Background: an optimization exercise with open tools, aiming at small area. Do not read the settings as production practice.
Only simulation tests tie the RTL to the original design; equivalence was not proved.

== before ==
==> flow/design.v (excerpt) <==
module wht_1d #(
    parameter  WIDTH0 = 8,
    parameter  WIDTH1 = 11,
    parameter  WIDTH2 = 13
)(
    input   wire                            clk,
    input   wire                            rst_n,
    input   wire    signed  [WIDTH0-1:0]    blk_i0,
    input   wire    signed  [WIDTH0-1:0]    blk_i1,
    input   wire    signed  [WIDTH0-1:0]    blk_i2,
    input   wire    signed  [WIDTH0-1:0]    blk_i3,
    input   wire    signed  [WIDTH0-1:0]    blk_i4,
    input   wire    signed  [WIDTH0-1:0]    blk_i5,
    input   wire    signed  [WIDTH0-1:0]    blk_i6,
    input   wire    signed  [WIDTH0-1:0]    blk_i7,
    input   wire    signed  [WIDTH0-1:0]    blk_i8,
    input   wire    signed  [WIDTH0-1:0]    blk_i9,
    input   wire    signed  [WIDTH0-1:0]    blk_i10,
    input   wire    signed  [WIDTH0-1:0]    blk_i11,
    input   wire    signed  [WIDTH0-1:0]    blk_i12,
    input   wire    signed  [WIDTH0-1:0]    blk_i13,
    input   wire    signed  [WIDTH0-1:0]    blk_i14,
    input   wire    signed  [WIDTH0-1:0]    blk_i15,
    input   wire                            blk_ivalid,
    output  wire            [WIDTH2-1:0]    blk_o0,
    output  wire            [WIDTH2-1:0]    blk_o1,
    output  wire            [WIDTH2-1:0]    blk_o2,
    output  wire            [WIDTH2-1:0]    blk_o3,
    output  wire            [WIDTH2-1:0]    blk_o4,
    output  wire            [WIDTH2-1:0]    blk_o5,
    output  wire            [WIDTH2-1:0]    blk_o6,
    output  wire            [WIDTH2-1:0]    blk_o7,
    output  wire            [WIDTH2-1:0]    blk_o8,
    output  wire            [WIDTH2-1:0]    blk_o9,
    output  wire            [WIDTH2-1:0]    blk_o10,
    output  wire            [WIDTH2-1:0]    blk_o11,
    output  wire            [WIDTH2-1:0]    blk_o12,
    output  wire            [WIDTH2-1:0]    blk_o13,
    output  wire            [WIDTH2-1:0]    blk_o14,
    output  wire            [WIDTH2-1:0]    blk_o15,
    output  reg                             blk_ovalid
);
Size: ~3100 cells after synthesis, ~340 I/O pins, ~31000 um2 of cells after synthesis.
make LEC_CHECK=0 CAP_MARGIN=20 CORE_MARGIN=2 CORE_UTILIZATION=50 PLACE_DENSITY=0.65 SLEW_MARGIN=20 finish   # period 10.0 ns
run.sh (not shown) runs the stock make flow with config.mk's settings and CLKGATE_MAP_FILE= SYNTH_SCRIPT=/design/flow/synth_recipe.tcl, a recipe that flattens the netlist after the stock synthesis.
--- input diff before..after ---
# before
export LEC_CHECK = 0
export CAP_MARGIN = 20
export CORE_MARGIN = 2
export CORE_UTILIZATION = 50
export PLACE_DENSITY = 0.65
export SLEW_MARGIN = 20
create_clock -name core_clock -period 10.0 [get_ports {clk}]
# after
export LEC_CHECK = 0
export ABC_AREA = 1
export CAP_MARGIN = 20
export CORE_MARGIN = 2
export CORE_UTILIZATION = 60
export PLACE_DENSITY = 0.75
export SLEW_MARGIN = 20
create_clock -name core_clock -period 10.0 [get_ports {clk}]
Notes after the runs:
Every stage of the flow completed for after, and the final layout passed the timing, design-rule and antenna checks. Looking only at total iterations of the first detailed-routing run, and setting everything else aside, the lower value of before and after goes to before. Run comparison: before end point of the critical path blk_o14[10]; after end point of the critical path blk_o3[9]. Relative to before, flip-flop and latch share of the layout cell area decreased by 0.68 points in after. after does better than before on placeable core area.

---

Another version of the RTL of wht_1d (not shown whole).
Size in the first run: roughly 1,600 cells after synthesis, about 520 flip-flops, roughly 340 I/O pins, about 24,000 µm² of cells after synthesis.
clock: 10.0 ns
lec_check: 0
cap_margin: 20
core_margin: 2
core_utilization: 50
place_density: 0.65
slew_margin: 20
synth_hierarchical: 1
The baseline completed without violations.
Rerun with:
Settings changed: CORE_UTILIZATION 50 to 60, CTS_BUF_LIST from default to sky130_fd_sc_hd__clkbuf_4 sky130_fd_sc_hd__clkbuf_8, PLACE_DENSITY 0.65 to 0.7.
Worst setup slack loses 0.0096 ns.
Wire length goes down by 2.3%.
Cell area goes down by 0.33%.
Fmax barely changes.

[static timing again, ports no longer ideal]
Ports are ideal in the flow. The routed layouts listed here were re-timed in OpenROAD. Step 1 (the two cells are an assumption about what drives the block):
set clk [get_ports {clk}]
set_driving_cell -lib_cell sky130_fd_sc_hd__clkbuf_16 $clk
set_driving_cell -lib_cell sky130_fd_sc_hd__buf_2 [delete_from_list [all_inputs] $clk]
Step 2, shift: input delay + t, output delay - t, t = (earliest + latest rising clock arrival at the registers) / 2. This alone moves slack from input paths to output paths. Three values: no drivers, after step 1, after step 2; two values: the first two.
run	shift t [ns]	setup slack, ns	worst setup path at the end	latest minus earliest clock arrival (ns)	worst data-port slew with drivers (ns)
before	0.646	0.256 / 0.195 / 0.841	register to output	0.029 / 0.028	0.08
after	0.650	0.497 / 0.437 / 1.087	register to output	0.031 / 0.030	0.06
the first run of note 2	0.613	0.330 / 0.272 / 0.885	register to output	0.018 / 0.019	0.05
the second run of note 2	0.647	0.320 / 0.268 / 0.915	register to output	0.034 / 0.034	0.06
After both steps setup and hold are still met in every run listed.
